Context: an optimization exercise on an open-source flow, tuned for small area. The choices shown serve that exercise and are no tape-out recipe. In this exercise RTL edits were held to simulation tests only and were not proved equivalent to the original. Power is estimated from default activity; no workload was simulated.

==> flow/design.v, too long to show whole: its modules and the start of the top module <==
// module multiplier: 1604 lines
// module mul_fa: 4 lines
// module mul_xor: 3 lines
// module mul_xnor: 3 lines
// module mul_or: 3 lines
// module mul_nor: 3 lines
module multiplier #(
    parameter LOGDEPTH = 6,
    parameter WIDTH = 32
) (
    input  logic                    clk,
    input  logic                    rst,
    input  logic                    EN_mult,
    output logic                    EN_writeMem,
    output logic [LOGDEPTH-1:0]     writeMem_addr,
    input  logic [16-1:0]           mult_input0,
    input  logic [16-1:0]           mult_input1,
    output logic [WIDTH-1:0]        writeMem_val,
    output logic                    RDY_mult,
    input  logic                    EN_blockRead,
    output logic                    VALID_memVal,
    output logic [WIDTH-1:0]        memVal_data,
    output logic                    EN_readMem,
    output logic [LOGDEPTH-1:0]     readMem_addr,
    input  logic [WIDTH-1:0]        readMem_val
);
  // ...
==> flow/flow/run.sh <==
#!/bin/bash
# The standard layout (the standard.sh, which runs ORFS) with these changes:
#  - the port buffers are buf_1 cells (buffer_ports picks a larger delay cell by default);
#  - clock tree synthesis inserts no dummy loads and uses the clock buffers and
#    sink clusters given in CTS_ARGS;
#  - the other ORFS settings given below.
# Each make run writes its full output to its own log in this folder.
set -euo pipefail
ARGS=(
  BUFFER_PORTS_ARGS="-buffer_cell sky130_fd_sc_hd__buf_1"
  CTS_ARGS="-sink_clustering_enable -repair_clock_nets -dont_use_dummy_load -root_buf sky130_fd_sc_hd__clkbuf_8 -buf_list {sky130_fd_sc_hd__clkbuf_8} -sink_clustering_size 18 -sink_clustering_max_diameter 70"
  REMOVE_ABC_BUFFERS=1
)
bash standard.sh "${ARGS[@]}" finish > standard.log 2>&1
==> flow/standard.sh <==
#!/bin/bash
# synth_recipe.tcl (not shown) runs the flow's synth.tcl, then flattens the netlist and writes it again
# the make line also repeats each setting of config.mk as NAME=value (left out here)
make -C /OpenROAD-flow-scripts/flow DESIGN_CONFIG=/design/flow/config.mk WORK_HOME=/design/flow/orfs CLKGATE_MAP_FILE= SYNTH_SCRIPT=/design/flow/synth_recipe.tcl "${@:-finish}"
==> flow/config.mk <==
export PLATFORM = sky130hd
export DESIGN_NAME = multiplier
export DESIGN_NICKNAME = multiplier
export VERILOG_FILES = /design/flow/design.v
export SDC_FILE = /design/flow/constraint.sdc
export NUM_CORES = 4
export LEC_CHECK = 0
export CAP_MARGIN = 20
export CORE_MARGIN = 2
export CORE_UTILIZATION = 70
export GPL_TIMING_DRIVEN = 0
export SETUP_SLACK_MARGIN = 0.1
export SLEW_MARGIN = 20
export SYNTH_HIERARCHICAL = 1
export SYNTH_MINIMUM_KEEP_SIZE = 0
==> flow/constraint.sdc <==
create_clock -name core_clock -period 4.0 [get_ports {clk}]
set_input_delay 0.8000 -clock core_clock [delete_from_list [all_inputs] [get_ports {clk}]]
set_output_delay 0.8000 -clock core_clock [all_outputs]
set_load 0.01 [all_outputs]
==> flow_metrics.env, run 1 <==
export IMPL_yosys_top_cells_area="dfxtp_1 51%, fa_1 29%, nand2_1 7.2%, buf_4 2.0%, xnor2_1 1.8%"
export IMPL_sw_frac_of_total=0.315
export IMPL_run_status="complete, no violations"
export IMPL_cts_htree_levels=1
export IMPL_critical_path_startpoint_type="register"
export IMPL_multi_input_cells=647
export IMPL_drt_iter0_drc=504
export IMPL_ir_drop_uv=420
export IMPL_track_usage=0.231
export IMPL_arrival_ns=4.23
export IMPL_crit_slowest_cell="dfxtp_1"
export IMPL_grt_max_degree=19
export IMPL_rr_startpoint="b_q[7][15]"
export IMPL_setup_tns_ns=0
export IMPL_synthAdderAreaFrac=0.300
export IMPL_numPortBuffers=83
export IMPL_setup_viol=0
export IMPL_pg_clk_uw=1450
export IMPL_insertion_delay_ns=0.55
export IMPL_tightestPinTransition_ns=0.829
export IMPL_multi_input_area_share=0.436
export IMPL_reg_largest_list="a_q (128), b_q (128), writeMem_val (32)"
export IMPL_netlist_area_um2=14000
export IMPL_power_group_top="registers"
export IMPL_p_per_area_nw_per_um2=599
export IMPL_cts_hold_buf=0
export IMPL_synth_top_area_frac=0.507
export IMPL_diodes=0
export IMPL_seq_share=0.492
==> inputs of run 2 (changes only) <==
--- a/flow/design.v
+++ b/flow/design.v
@@ -710,16 +710,22 @@
     logic ms683;
     logic mc684;
     logic ms685;
     logic mc686;
     logic ms687;
     logic mc688;
     logic ms689;
     logic mc690;
+    logic ms691;
+    logic mc692;
+    logic ms693;
+    logic mc694;
+    logic ms695;
+    logic mc696;
     logic mP0;
     logic mG0;
     logic mP1;
     logic mG1;
     logic mP2;
     logic mG2;
     logic mP3;
     logic mG3;
@@ -750,24 +756,16 @@
     logic mP16;
     logic mG16;
     logic mP17;
     logic mG17;
     logic mP18;
     logic mG18;
     logic mP19;
     logic mG19;
-    logic mP20;
-    logic mG20;
-    logic mP21;
-    logic mG21;
-    logic mP22;
-    logic mG22;
-    logic mP23;
-    logic mG23;
     logic mg1;
     logic mg2;
     logic mgp2;
     logic mg3;
     logic mgp3;
     logic mg4;
     logic mgp4;
     logic mg5;
@@ -778,56 +776,48 @@
     logic mgp7;
     logic mg8;
     logic mgp8;
     logic mg9;
     logic mgp9;
     logic mg10;
     logic mgp10;
     logic mg11;
-    logic mgp11;
     logic mg12;
     logic mgp12;
     logic mg13;
+    logic mgp13;
     logic mg14;
     logic mgp14;
     logic mg15;
     logic mgp15;
     logic mg16;
-    logic mgp16;
     logic mg17;
     logic mgp17;
     logic mg18;
-    logic mgp18;
     logic mg19;
     logic mg20;
-    logic mgp20;
     logic mg21;
-    logic mgp21;
     logic mg22;
     logic mg23;
     logic mg24;
     logic mg25;
     logic mg26;
     logic mg27;
     logic mg28;
     logic mg29;
     logic mg30;
     logic mg31;
     logic mg32;
     logic mg33;
     logic mg34;
-    logic mg35;
-    logic mg36;
-    logic mg37;
-    logic mg38;
-    logic mg39;
-    logic mg40;
-    logic mg41;
-    logic mg42;
+    logic mta0;
+    logic mta1;
+    logic mta2;
+    logic mta3;
     logic mq_0;
     logic mq_1;
     logic mq_2;
     logic mq_3;
     logic mq_4;
     logic mq_5;
     logic mq_6;
     logic mq_7;
@@ -871,18 +861,16 @@
     logic mq_45;
     logic mq_46;
     logic mq_47;
     logic mq_48;
     logic mq_49;
     logic mq_50;
     logic mq_51;
     logic mq_52;
-    logic mq_53;
-    logic mq_54;
     assign mpp1 = ~(ma[0] & mb[0]);
     assign mpp2 = ~(ma[0] & mb[1]);
     assign mpp3 = ~(ma[0] & mb[2]);
     assign mpp4 = ~(ma[0] & mb[3]);
     assign mpp5 = ~(ma[0] & mb[4]);
     assign mpp6 = ~(ma[0] & mb[5]);
     assign mpp7 = ~(ma[0] & mb[6]);
     assign mpp8 = ~(ma[0] & mb[7]);
@@ -1362,16 +1350,20 @@
     mul_xnor u_ms677 (.a(mpp17), .b(mpp2), .y(ms677));
     mul_or u_mc678 (.a(mpp17), .b(mpp2), .y(mc678));
     mul_fa u_ms679 (.a(mpp33), .b(mc678), .c(ms621), .s(ms679), .co(mc680));
     mul_fa u_ms681 (.a(mc622), .b(mc680), .c(ms623), .s(ms681), .co(mc682));
     mul_fa u_ms683 (.a(mc624), .b(ms625), .c(mc682), .s(ms683), .co(mc684));
     mul_fa u_ms685 (.a(mc626), .b(ms627), .c(mc684), .s(ms685), .co(mc686));
     mul_fa u_ms687 (.a(mc628), .b(ms629), .c(mc686), .s(ms687), .co(mc688));
     mul_fa u_ms689 (.a(mc630), .b(ms631), .c(mc688), .s(ms689), .co(mc690));
+    mul_xnor u_ms691 (.a(ms673), .b(mc672), .y(ms691));
+    mul_or u_mc692 (.a(ms673), .b(mc672), .y(mc692));
+    mul_fa u_ms693 (.a(ms675), .b(mc674), .c(mc692), .s(ms693), .co(mc694));
+    mul_fa u_ms695 (.a(mpp256), .b(mc676), .c(mc694), .s(ms695), .co(mc696));
     always_ff @(posedge clk) begin
         mq_0 <= mpp1;
         mq_1 <= ms677;
         mq_2 <= ms679;
         mq_3 <= ms681;
         mq_4 <= ms683;
         mq_5 <= ms685;
         mq_6 <= ms687;
@@ -1412,22 +1404,20 @@
         mq_41 <= ms665;
         mq_42 <= mc664;
         mq_43 <= ms667;
         mq_44 <= mc666;
         mq_45 <= ms669;
         mq_46 <= mc668;
         mq_47 <= ms671;
         mq_48 <= mc670;
-        mq_49 <= ms673;
-        mq_50 <= mc672;
-        mq_51 <= ms675;
-        mq_52 <= mc674;
-        mq_53 <= mpp256;
-        mq_54 <= mc676;
+        mq_49 <= ms691;
+        mq_50 <= ms693;
+        mq_51 <= ms695;
+        mq_52 <= mc696;
     end
     assign mp[0] = ~mq_0;
     assign mp[1] = ~mq_1;
     assign mp[2] = ~mq_2;
     assign mp[3] = ~mq_3;
     assign mp[4] = ~mq_4;
     assign mp[5] = ~mq_5;
     assign mp[6] = ~mq_6;
@@ -1467,24 +1457,16 @@
     mul_xor u_mP16 (.a(mq_41), .b(mq_42), .y(mP16));
     mul_nor u_mG16 (.a(mq_41), .b(mq_42), .y(mG16));
     mul_xor u_mP17 (.a(mq_43), .b(mq_44), .y(mP17));
     mul_nor u_mG17 (.a(mq_43), .b(mq_44), .y(mG17));
     mul_xor u_mP18 (.a(mq_45), .b(mq_46), .y(mP18));
     mul_nor u_mG18 (.a(mq_45), .b(mq_46), .y(mG18));
     mul_xor u_mP19 (.a(mq_47), .b(mq_48), .y(mP19));
     mul_nor u_mG19 (.a(mq_47), .b(mq_48), .y(mG19));
-    mul_xor u_mP20 (.a(mq_49), .b(mq_50), .y(mP20));
-    mul_nor u_mG20 (.a(mq_49), .b(mq_50), .y(mG20));
-    mul_xor u_mP21 (.a(mq_51), .b(mq_52), .y(mP21));
-    mul_nor u_mG21 (.a(mq_51), .b(mq_52), .y(mG21));
-    mul_xor u_mP22 (.a(mq_53), .b(mq_54), .y(mP22));
-    mul_nor u_mG22 (.a(mq_53), .b(mq_54), .y(mG22));
-    assign mP23 = 1'b0;
-    assign mG23 = 1'b0;
     assign mg1 = mG0 | (mP0 & ~mq_8);
     assign mg2 = mG2 | (mP2 & mG1);
     assign mgp2 = mP2 & mP1;
     assign mg3 = mG4 | (mP4 & mG3);
     assign mgp3 = mP4 & mP3;
     assign mg4 = mG6 | (mP6 & mG5);
     assign mgp4 = mP6 & mP5;
     assign mg5 = mG8 | (mP8 & mG7);
@@ -1494,81 +1476,73 @@
     assign mg7 = mG12 | (mP12 & mG11);
     assign mgp7 = mP12 & mP11;
     assign mg8 = mG14 | (mP14 & mG13);
     assign mgp8 = mP14 & mP13;
     assign mg9 = mG16 | (mP16 & mG15);
     assign mgp9 = mP16 & mP15;
     assign mg10 = mG18 | (mP18 & mG17);
     assign mgp10 = mP18 & mP17;
-    assign mg11 = mG20 | (mP20 & mG19);
-    assign mgp11 = mP20 & mP19;
-    assign mg12 = mG22 | (mP22 & mG21);
-    assign mgp12 = mP22 & mP21;
-    assign mg13 = mg2 | (mgp2 & mg1);
-    assign mg14 = mg4 | (mgp4 & mg3);
-    assign mgp14 = mgp4 & mgp3;
-    assign mg15 = mg6 | (mgp6 & mg5);
-    assign mgp15 = mgp6 & mgp5;
-    assign mg16 = mg8 | (mgp8 & mg7);
-    assign mgp16 = mgp8 & mgp7;
-    assign mg17 = mg10 | (mgp10 & mg9);
-    assign mgp17 = mgp10 & mgp9;
-    assign mg18 = mg12 | (mgp12 & mg11);
-    assign mgp18 = mgp12 & mgp11;
-    assign mg19 = mg14 | (mgp14 & mg13);
-    assign mg20 = mg16 | (mgp16 & mg15);
-    assign mgp20 = mgp16 & mgp15;
-    assign mg21 = mg18 | (mgp18 & mg17);
-    assign mgp21 = mgp18 & mgp17;
-    assign mg22 = mg20 | (mgp20 & mg19);
-    assign mg23 = mg21 | (mgp21 & mg22);
-    assign mg24 = mg15 | (mgp15 & mg19);
-    assign mg25 = mg17 | (mgp17 & mg22);
-    assign mg26 = mg3 | (mgp3 & mg13);
-    assign mg27 = mg5 | (mgp5 & mg19);
-    assign mg28 = mg7 | (mgp7 & mg24);
-    assign mg29 = mg9 | (mgp9 & mg22);
-    assign mg30 = mg11 | (mgp11 & mg25);
-    assign mg31 = mG1 | (mP1 & mg1);
-    assign mg32 = mG3 | (mP3 & mg13);
-    assign mg33 = mG5 | (mP5 & mg26);
-    assign mg34 = mG7 | (mP7 & mg19);
-    assign mg35 = mG9 | (mP9 & mg27);
-    assign mg36 = mG11 | (mP11 & mg24);
-    assign mg37 = mG13 | (mP13 & mg28);
-    assign mg38 = mG15 | (mP15 & mg22);
-    assign mg39 = mG17 | (mP17 & mg29);
-    assign mg40 = mG19 | (mP19 & mg25);
-    assign mg41 = mG21 | (mP21 & mg30);
-    assign mg42 = mG23 | (mP23 & mg23);
+    assign mg11 = mg2 | (mgp2 & mg1);
+    assign mg12 = mg4 | (mgp4 & mg3);
+    assign mgp12 = mgp4 & mgp3;
+    assign mg13 = mg6 | (mgp6 & mg5);
+    assign mgp13 = mgp6 & mgp5;
+    assign mg14 = mg8 | (mgp8 & mg7);
+    assign mgp14 = mgp8 & mgp7;
+    assign mg15 = mg10 | (mgp10 & mg9);
+    assign mgp15 = mgp10 & mgp9;
+    assign mg16 = mg12 | (mgp12 & mg11);
+    assign mg17 = mg14 | (mgp14 & mg13);
+    assign mgp17 = mgp14 & mgp13;
+    assign mg18 = mg17 | (mgp17 & mg16);
+    assign mg19 = mg13 | (mgp13 & mg16);
+    assign mg20 = mg15 | (mgp15 & mg18);
+    assign mg21 = mg3 | (mgp3 & mg11);
+    assign mg22 = mg5 | (mgp5 & mg16);
+    assign mg23 = mg7 | (mgp7 & mg19);
+    assign mg24 = mg9 | (mgp9 & mg18);
+    assign mg25 = mG1 | (mP1 & mg1);
+    assign mg26 = mG3 | (mP3 & mg11);
+    assign mg27 = mG5 | (mP5 & mg21);
+    assign mg28 = mG7 | (mP7 & mg16);
+    assign mg29 = mG9 | (mP9 & mg22);
+    assign mg30 = mG11 | (mP11 & mg19);
+    assign mg31 = mG13 | (mP13 & mg23);
+    assign mg32 = mG15 | (mP15 & mg18);
+    assign mg33 = mG17 | (mP17 & mg24);
+    assign mg34 = mG19 | (mP19 & mg20);
     assign mp[8] = mP0 ^ ~mq_8;
     assign mp[9] = mP1 ^ mg1;
-    assign mp[10] = mP2 ^ mg31;
-    assign mp[11] = mP3 ^ mg13;
-    assign mp[12] = mP4 ^ mg32;
-    assign mp[13] = mP5 ^ mg26;
-    assign mp[14] = mP6 ^ mg33;
-    assign mp[15] = mP7 ^ mg19;
-    assign mp[16] = mP8 ^ mg34;
-    assign mp[17] = mP9 ^ mg27;
-    assign mp[18] = mP10 ^ mg35;
-    assign mp[19] = mP11 ^ mg24;
-    assign mp[20] = mP12 ^ mg36;
-    assign mp[21] = mP13 ^ mg28;
-    assign mp[22] = mP14 ^ mg37;
-    assign mp[23] = mP15 ^ mg22;
-    assign mp[24] = mP16 ^ mg38;
-    assign mp[25] = mP17 ^ mg29;
-    assign mp[26] = mP18 ^ mg39;
-    assign mp[27] = mP19 ^ mg25;
-    assign mp[28] = mP20 ^ mg40;
-    assign mp[29] = mP21 ^ mg30;
-    assign mp[30] = mP22 ^ mg41;
-    assign mp[31] = mP23 ^ mg23;
+    assign mp[10] = mP2 ^ mg25;
+    assign mp[11] = mP3 ^ mg11;
+    assign mp[12] = mP4 ^ mg26;
+    assign mp[13] = mP5 ^ mg21;
+    assign mp[14] = mP6 ^ mg27;
+    assign mp[15] = mP7 ^ mg16;
+    assign mp[16] = mP8 ^ mg28;
+    assign mp[17] = mP9 ^ mg22;
+    assign mp[18] = mP10 ^ mg29;
+    assign mp[19] = mP11 ^ mg19;
+    assign mp[20] = mP12 ^ mg30;
+    assign mp[21] = mP13 ^ mg23;
+    assign mp[22] = mP14 ^ mg31;
+    assign mp[23] = mP15 ^ mg18;
+    assign mp[24] = mP16 ^ mg32;
+    assign mp[25] = mP17 ^ mg24;
+    assign mp[26] = mP18 ^ mg33;
+    assign mp[27] = mP19 ^ mg20;
+    assign mta0 = mg34;
+    assign mp[28] = ~mq_49 ^ mta0;
+    assign mta1 = mta0 & ~mq_49;
+    assign mp[29] = ~mq_50 ^ mta1;
+    assign mta2 = mta1 & ~mq_50;
+    assign mp[30] = ~mq_51 ^ mta2;
+    assign mta3 = mta2 & ~mq_51;
+    assign mp[31] = ~mq_52 ^ mta3;
     always_ff @(posedge clk) begin
         a_q[0] <= mult_input0;
         b_q[0] <= mult_input1;
         for (int i = 1; i < NSTG; i++) begin
             a_q[i] <= a_q[i-1];
             b_q[i] <= b_q[i-1];
         end
         writeMem_val <= mp;
==> flow_metrics.env, run 2 <==
export IMPL_run_status="complete, no violations"
export IMPL_synth_warnings=9
export IMPL_clock_sinks=352
export IMPL_worst_path_buf_inv=0
export IMPL_drive_gt1_frac=0.0515
export IMPL_hold_viol=0
export IMPL_p_comb_frac=0.318
export IMPL_cp_end_kind="register"
export IMPL_tightestPinTransition_ns=0.853
export IMPL_drc_errors=0
export IMPL_fin_crit_sh=0.950
export IMPL_hpwl_um=16200
export IMPL_rows=51
export IMPL_instances_no_fill=1391
export IMPL_grt_antenna_before_repair=0
export IMPL_routabilityCongestion=0.874
export IMPL_synth_cell_types=35
export IMPL_syn_to_final_growth_pct=3.34
export IMPL_dieArea_um2=21100
export IMPL_syn_inst=1122
export IMPL_synth_ff_type="dfxtp_1"
export IMPL_yosys_top_cells_area="dfxtp_1 50%, fa_1 29%, nand2_1 7.3%, buf_4 2.0%, xnor2_1 1.8%"
export IMPL_critPathKind="register to register"
export IMPL_required_ns=4.42
export IMPL_yosysMostFrequentCell="dfxtp_1"
export IMPL_wire_per_inst_um=17.0
export IMPL_grt_ovfl_total=0
export IMPL_synth_top_area_frac=0.504
export IMPL_fillers=1343
export IMPL_final_common_cell="dfxtp_1"
export IMPL_io_pins=148
export IMPL_yosysSeqAreaShare=0.504
export IMPL_critPathMaxFanout=16
export IMPL_track_usage=0.233
export IMPL_synth_edf_count=0
export IMPL_fin_crit_ns=3.80
export IMPL_arrival_ns=4.22
export IMPL_p_switching_uw=2720
export IMPL_regArea_um2=7080
export IMPL_core_um2=19500
export IMPL_die_height_um=145
export IMPL_path_cells="nand2_1 > or2_1 > fa_1 > fa_1 > fa_1 > fa_1 > fa_1"
export IMPL_ir_drop_uv=604
export IMPL_grt_pass1_wl_um=38900
export IMPL_setup_viol=0
export IMPL_totalWireLength_um=23600
export IMPL_crit_slowest_cell="dfxtp_1"
export IMPL_synth_largest_area_cell="dfxtp_1"
export IMPL_cap_violations=0
export IMPL_final_cell_mix="326 x dfxtp_1, 272 x nand2_1, 203 x fa_1, 83 x buf_1, 42 x nor2_1"
export IMPL_initial_core_util=0.715
export IMPL_p_per_area_nw_per_um2=596
export IMPL_numPortBuffers=83
export IMPL_slowest_delay_ns=0.83
export IMPL_p_clk_frac=0.169
export IMPL_drt_pre_antenna_iters=5
export IMPL_worst_path_dominant_cell_family="adder cells"
export IMPL_max_slew_margin=0.430
export IMPL_dp_cells=1368
export IMPL_drt_iter0_drc=435
export IMPL_hp_class="register to register"
export IMPL_ys_ff_latch=352
export IMPL_synthArstFlopShare=0
export IMPL_seqPwrFrac=0.513
export IMPL_slew_viol_final=0
export IMPL_cts_setup_buffers=0
export IMPL_avgSynthCellArea_um2=12.4
export IMPL_finClkSkew_ns=0.0326
export IMPL_cts_max_path_buffers=3
export IMPL_num_vias=7428
export IMPL_setup_tns_ns=0
export IMPL_grt_pass1_vias=7636
export IMPL_insertion_delay_ns=0.56
export IMPL_cts_tree="yes"
export IMPL_fin_nets=1415
export IMPL_grt_max_degree=19
export IMPL_multi_input_area_um2=6330
export IMPL_p_int_uw=5890
export IMPL_clock_root_buffer="clkbuf_8"
export IMPL_crit_path_frequent_cell="fa_1"
export IMPL_grt_setup_unrepaired="yes"
export IMPL_reg_largest_list="a_q (128), b_q (128), writeMem_val (32)"
export IMPL_fmax_mhz=263
export IMPL_critical_path_startpoint_type="register"
export IMPL_cts_buffers=23
export IMPL_viasPerCell=5.34
export IMPL_p_leak_uw=0.00551
export IMPL_netlist_area_um2=14000
export IMPL_cts_htree_levels=1
export IMPL_cts_reportedPaths_clkPinSlew_ns=0.10
export IMPL_sw_frac_of_total=0.316
export IMPL_synthTopCellsByCount="352 x dfxtp_1, 272 x nand2_1, 203 x fa_1, 58 x clkbuf_1, 42 x nor2_1"
export IMPL_diodes=0
export IMPL_die_w_um=145
export IMPL_ant_nets=0
-- run 2: cell count changes in the layout (fill, tap and decap cells not counted), moves of 2 or more --
cell      delta
a21o_1       -2
a21oi_1      -3
nor3_1       +2
dfxtp_2      +6
o21bai_1     -2
o21ai_1      +2
nand2_1      +4
fa_1         +2
xor2_1       -3
dfxtp_1      -8
ha_1         +2
-- run 2: logic make-up (layout without fill, tap and decap cells) --
logic type                 Yosys count  after routing  share of synthesized area
and+or+nand+nor                    348            348                     0.0999
AOI/OAI and AO/OA                   32             32                     0.0159
buffers and inverters              120            124                     0.0425
xor gates and xnor gates            51             51                     0.0320
adders and majority gates          219            219                      0.305
DFF                                352            352                      0.504
-- run 2: modules after synthesis, one instance, submodules excluded --
module      times used  flops+latches
mul_nor             20              0
mul_fa             203              0
mul_xnor            17              0
multiplier           1            352
mul_or              17              0
mul_xor             20              0
-- run 2: power by group through the flow --
stage | logic [µW] | clock network, µW | registers (µW)
global placement | 2640 | 0 | 4490
floorplan | 1950 | 0 | 4510
CTS | 2760 | 1520 | 4420
finish | 2730 | 1450 | 4420
global route | 3160 | 1630 | 4480
detailed placement | 2740 | 0 | 4500
-- run 2: area by class of cell --
type | instances | area share
Inverter | 18 | 0.00468
Clock buffer | 23 | 0.0219
Timing Repair Buffer | 83 | 0.0216
Multi-Input combinational cell | 650 | 0.438
Sequential cell | 352 | 0.490
Tap cell | 265 | 0.0230
-- run 2: timing repair --
| item | in CTS | in global routing |
|---|---|---|
| hold buffers | 0 | 0 |
| cloned | 0 | 0 |
| gates resized for setup | 7 | 19 |
| pin swaps | 0 | 0 |
| setup endpoints to repair | 7 | 15 |
-- run 2: through the flow --
step | hold WS [ns] | instance area [µm²] | worst slack, ns | power [µW] | util
2_1_floorplan | 0.310 | 13400 | 0.512 | 6460 | -
3_3_place_gp | 0.310 | 14100 | 0.0446 | 7130 | 0.721
3_5_place_dp | 0.312 | 14100 | 0.0411 | 7250 | 0.721
4_1_cts | 0.288 | 14400 | 0.104 | 8700 | 0.738
5_1_grt | 0.302 | 14400 | 0.0854 | 9270 | 0.739
6_report | 0.306 | 14400 | 0.199 | 8600 | 0.739
-- run 2: worst register-to-register path: stages, from the launching register on --
cell     delay, ns
dfxtp_1       0.83
nand2_1       0.18
or2_1         0.29
fa_1          0.48
fa_1          0.47
fa_1          0.45
fa_1          0.56
fa_1          0.42
-- run 2: worst paths after layout --
check	cells after the start	startpoint	end	slack, ns
max	7	b_q[7][3]	mq_31	0.20
min	0	a_q[2][0]	a_q[3][0]	0.31
max reg2reg	7	b_q[7][3]	mq_31	0.20
min reg2reg	0	a_q[2][0]	a_q[3][0]	0.31
-- run 2: metal layers --
metal  routed length, µm  track usage
met1                9740        0.321
met2               10700        0.363
met3                2690       0.0739
met4                 458       0.0613
met5                  29       0.0238

what the ideal ports hide:
The flow's constraints put no driver on any port. The routed layouts listed below were extracted and timed again, unchanged, in two steps.
Step 1, drivers: a clkbuf_16 drives clk and a buf_2 each remaining input, both assumed.
Step 2 moves the port delays by t, midway between the first and last clock arrival at a register: inputs arrive t later, outputs are due t later. That takes back most of the time a late clock gives input paths.
Slacks: no drivers / after step 1 / after step 2; pairs: no drivers / after step 1.
| run | shift t [ns] | slack for setup (ns) | hold WS [ns] | latest minus earliest clock arrival (ns) |
|---|---|---|---|---|
| run 1 | 0.579 | 0.181 / 0.181 / 0.181 | 0.316 / 0.311 / 0.316 | 0.030 / 0.030 |
| run 2 | 0.581 | 0.199 / 0.199 / 0.199 | 0.306 / 0.304 / 0.306 | 0.034 / 0.034 |
After both steps every run listed still meets setup and hold.
